This design comes from an exercise in tuning for small area and a short achievable clock period on the open sky130 flow, not from production work.
Only simulation tests tie the RTL to the original design; equivalence was not proved.
The clock input has no modelled driver; a real chip could not lean on it and would need a root buffer or a full tree.
Power and IR drop assume default switching activity.

==> flow/design.v (excerpt) <==
module synch_fifo_16x8bit
  #(parameter integer DATA_SIZE = 8, DEPTH = 16)
  ( input  [DATA_SIZE-1:0] data_in,
    input                  wr_en,
    input                  rd_en,
    input                  clk,
    input                  reset_n,
    output                 fifo_full,
    output                 fifo_empty,
    output [DATA_SIZE-1:0] data_out
  );
Settings: LEC_CHECK=0, CAP_MARGIN=20, CORE_MARGIN=2, CORE_UTILIZATION=40, SETUP_SLACK_MARGIN=1.58, SLEW_MARGIN=20, SYNTH_HIERARCHICAL=1, SYNTH_MINIMUM_KEEP_SIZE=0; clock period 3.0 ns.
standard.sh (not shown) runs the stock make flow with config.mk's settings and CLKGATE_MAP_FILE= SYNTH_SCRIPT=/design/flow/synth_recipe.tcl, a recipe that flattens the netlist after the stock synthesis.
==> flow/flow/run.sh <==
#!/bin/bash
# Own layout flow: the standard flow, except that
#  - port buffers are buf_2 cells rather than the default pick, and
#  - the clock tree is built by flow/cts.tcl (two levels of clock cells,
#    the leaves at the centres of clusters of flip-flops) in place of
#    TritonCTS's H-tree, which is deeper and slower.
# Each tool's full output goes to a log file of its own in this folder.
set -euo pipefail
export BUFFER_PORTS_ARGS="-buffer_cell sky130_fd_sc_hd__buf_2"
export CTS_ROOTS=4
export CTS_LEAVES=8
export CTS_ROOT_CELL=sky130_fd_sc_hd__clkbuf_16
export CTS_LEAF_CELL=sky130_fd_sc_hd__clkbuf_16
bash standard.sh synth > synth.log 2>&1
bash standard.sh place > place.log 2>&1
bash standard.sh run RUN_SCRIPT="$PWD/flow/cts.tcl" RUN_LOG_NAME_STEM=4_1_cts_own > cts.log 2>&1
bash standard.sh finish > finish.log 2>&1
==> flow/flow/cts.tcl <==
# Clock tree of two levels of clkbuf_16 buffers: the clock port drives
# CTS_ROOTS root buffers, which drive CTS_LEAVES leaf buffers, each placed
# at the centre of one cluster of flip-flops (k-means on the placed
# flip-flop positions; the roots at the centres of clusters of leaves).
# Every flip-flop is two buffers from the port, so clock arrivals are alike. Then ORFS's post-CTS steps: detailed
# placement and repair_timing, as cts.tcl does them.
source $::env(SCRIPTS_DIR)/load.tcl
erase_non_stage_variables cts
load_design 3_place.odb 3_place.sdc
set_dont_use $::env(DONT_USE_CELLS)

set NL [expr {[info exists ::env(CTS_LEAVES)] ? $::env(CTS_LEAVES) : 8}]
set NR [expr {[info exists ::env(CTS_ROOTS)] ? $::env(CTS_ROOTS) : 2}]
set block [ord::get_db_block]
set clknet [$block findNet clk]
set LEAF_CELL [expr {[info exists ::env(CTS_LEAF_CELL)] ? $::env(CTS_LEAF_CELL) : "sky130_fd_sc_hd__clkbuf_16"}]
set ROOT_CELL [expr {[info exists ::env(CTS_ROOT_CELL)] ? $::env(CTS_ROOT_CELL) : "sky130_fd_sc_hd__clkbuf_16"}]

# k-means of points {x y} into k clusters, seeded on a grid of x and y
# quantiles; returns {assignment centres}
proc kmeans {pts k} {
  set n [llength $pts]
  set xs [lsort -integer [lmap p $pts { lindex $p 0 }]]
  set ys [lsort -integer [lmap p $pts { lindex $p 1 }]]
  set gx [expr {int(ceil(sqrt($k)))}]
  set gy [expr {int(ceil(double($k) / $gx))}]
  set cents {}
  for {set a 0} {$a < $gx} {incr a} {
    for {set b 0} {$b < $gy} {incr b} {
      if {[llength $cents] < $k} {
        lappend cents [list [lindex $xs [expr {int(($a + 0.5) * $n / $gx)}]] \
                            [lindex $ys [expr {int(($b + 0.5) * $n / $gy)}]]]
      }
    }
  }
  for {set iter 0} {$iter < 50} {incr iter} {
    set asg {}
    foreach p $pts {
      set best 0
      set bd 1e30
      for {set c 0} {$c < $k} {incr c} {
        set d [expr {abs([lindex $p 0] - [lindex $cents $c 0]) + abs([lindex $p 1] - [lindex $cents $c 1])}]
        if {$d < $bd} { set bd $d; set best $c }
      }
      lappend asg $best
    }
    set new {}
    for {set c 0} {$c < $k} {incr c} {
      set sx 0; set sy 0; set m 0
      foreach p $pts a $asg {
        if {$a == $c} { incr sx [lindex $p 0]; incr sy [lindex $p 1]; incr m }
      }
      if {$m == 0} { lappend new [lindex $cents $c] } else { lappend new [list [expr {$sx / $m}] [expr {$sy / $m}]] }
    }
    set cents $new
  }
  return [list $asg $cents]
}

# a cell of type master at (x, y) driving the given iterms from a new net;
# its input joins net from
proc add_buffer {master name x y from iterms} {
  global block
  set inst [odb::dbInst_create $block [[ord::get_db] findMaster $master] clkbuf_own_$name]
  set net [odb::dbNet_create $block clknet_own_$name]
  $net setSigType CLOCK
  foreach mt [[$inst getMaster] getMTerms] {
    if {[$mt getSigType] ne "SIGNAL"} { continue }
    if {[$mt getIoType] eq "INPUT"} { [$inst findITerm [$mt getName]] connect $from }
    if {[$mt getIoType] eq "OUTPUT"} { [$inst findITerm [$mt getName]] connect $net }
  }
  $inst setLocation $x $y
  $inst setPlacementStatus PLACED
  foreach it $iterms {
    $it disconnect
    $it connect $net
  }
  return $inst
}

set sinks [$clknet getITerms]
set pts {}
foreach it $sinks {
  set box [[$it getInst] getBBox]
  lappend pts [list [expr {([$box xMin] + [$box xMax]) / 2}] [expr {([$box yMin] + [$box yMax]) / 2}]]
}
puts "clock sinks: [llength $sinks], leaf buffers: $NL, root buffers: $NR"
lassign [kmeans $pts $NL] lasg lcents
lassign [kmeans $lcents $NR] rasg rcents
# roots first, all on the port's net; then each leaf on its root's net
set rnets {}
for {set r 0} {$r < $NR} {incr r} {
  add_buffer $ROOT_CELL r$r [lindex $rcents $r 0] [lindex $rcents $r 1] $clknet {}
  lappend rnets [$block findNet clknet_own_r$r]
}
for {set c 0} {$c < $NL} {incr c} {
  set its {}
  foreach it $sinks a $lasg { if {$a == $c} { lappend its $it } }
  set r [lindex $rasg $c]
  add_buffer $LEAF_CELL l$c [lindex $lcents $c 0] [lindex $lcents $c 1] [lindex $rnets $r] $its
  puts "leaf buffer $c (root $r) at [lindex $lcents $c] drives [llength $its] flip-flops"
}
$clknet setSigType CLOCK
set_propagated_clock [all_clocks]

set_placement_padding -global \
  -left $::env(CELL_PAD_IN_SITES_DETAIL_PLACEMENT) \
  -right $::env(CELL_PAD_IN_SITES_DETAIL_PLACEMENT)
detailed_placement
estimate_parasitics -placement
report_clock_latency
report_clock_skew

report_worst_slack -max
report_design_area
if { !$::env(SKIP_CTS_REPAIR_TIMING) } {
  repair_timing_helper
  detailed_placement
  check_placement -verbose
}
report_worst_slack -max
report_worst_slack -min
if {[info exists ::env(CTS_DEBUG)]} { report_checks -path_delay max -group_path_count 5 -format end; report_checks -path_delay max -fields {fanout cap slew} }
report_design_area

orfs_write_db $::env(RESULTS_DIR)/4_1_cts.odb
orfs_write_sdc $::env(RESULTS_DIR)/4_cts.sdc
The first run finished with timing, DRC and antenna clean.
Then changed:
--- a/flow/flow/run.sh
+++ b/flow/flow/run.sh
@@ -4 +4 @@
-#  - the clock tree is built by flow/cts.tcl (two levels of clock cells,
+#  - the clock tree is built by flow/cts.tcl (two levels of clkinv_16 inverters,
@@ -12,2 +12,2 @@
-export CTS_ROOT_CELL=sky130_fd_sc_hd__clkbuf_16
-export CTS_LEAF_CELL=sky130_fd_sc_hd__clkbuf_16
+export CTS_ROOT_CELL=sky130_fd_sc_hd__clkinv_16
+export CTS_LEAF_CELL=sky130_fd_sc_hd__clkinv_16
--- a/flow/flow/cts.tcl
+++ b/flow/flow/cts.tcl
@@ -14,0 +15 @@
+set ::slewmax 0
@@ -59,0 +61,33 @@
+# even out cluster sizes: hand out points nearest-first, at most
+# ceil(points / clusters) to a cluster, then move each centre to the mean
+# of its points; returns {assignment centres}
+proc balance {pts cents} {
+  set k [llength $cents]
+  set cap [expr {int(ceil(double([llength $pts]) / $k))}]
+  set pairs {}
+  set idx 0
+  foreach p $pts {
+    for {set c 0} {$c < $k} {incr c} {
+      lappend pairs [list [expr {abs([lindex $p 0] - [lindex $cents $c 0]) + abs([lindex $p 1] - [lindex $cents $c 1])}] $idx $c]
+    }
+    incr idx
+  }
+  set asg [lrepeat [llength $pts] -1]
+  set load [lrepeat $k 0]
+  foreach pr [lsort -real -index 0 $pairs] {
+    lassign $pr d i c
+    if {[lindex $asg $i] >= 0 || [lindex $load $c] >= $cap} { continue }
+    lset asg $i $c
+    lset load $c [expr {[lindex $load $c] + 1}]
+  }
+  set new {}
+  for {set c 0} {$c < $k} {incr c} {
+    set sx 0; set sy 0; set m 0
+    foreach p $pts a $asg {
+      if {$a == $c} { incr sx [lindex $p 0]; incr sy [lindex $p 1]; incr m }
+    }
+    if {$m == 0} { lappend new [lindex $cents $c] } else { lappend new [list [expr {$sx / $m}] [expr {$sy / $m}]] }
+  }
+  return [list $asg $new]
+}
+
@@ -88,0 +123 @@
+lassign [balance $pts $lcents] lasg lcents
@@ -89,0 +125 @@
+lassign [balance $lcents $rcents] rasg rcents
@@ -112,0 +149 @@
+if {[info exists ::env(CTS_DEBUG)]} { report_check_types -max_slew -max_capacitance; foreach p [get_pins -of [get_cells *] -filter "name==CLK"] { set s [get_property $p slew_max]; if {$s > $::slewmax} { set ::slewmax $s } }; puts "max clk pin slew $::slewmax" }
Settings changed: SETUP_SLACK_MARGIN 1.58 to 1.66.
Result: Power fell slightly; final cell count goes up slightly; via count is higher slightly; area after synthesis stays the same; sequential share of layout area drops by 2.0 points; first-iteration DRC count came out lower by about a fifth; utilization grows by 2.1 points; wire length goes up by a few percent; worst setup slack loses 0.063 ns.
In every run of this note, the design's own scripts or RTL, not TritonCTS, make the clock network.

separate check: timing with driven ports:
The results above use ideal ports. As a check the final layouts listed here were re-extracted and re-timed, cells and wires unchanged. Step 1 assumes that a clkbuf_16 drives the clock port and a buf_2 every other input. Step 2 moves the port delays by t, midway between the first and last clock arrival at a register: inputs arrive t later, outputs are due t later. That takes back most of the time a late clock gives input paths. Three values: ideal ports, drivers, drivers and shift; two values: the first two.
run	t, ns	setup WS [ns]	cell pins on the clock port's net
the first run	0.362	1.589 / 1.506 / 1.275	4
the second run	0.339	1.526 / 1.531 / 1.334	4
After both steps every run listed still meets setup and hold. For the first run, which loses most, drivers alone change the setup slack by -0.083 ns; drivers and shift together by -0.314 ns.
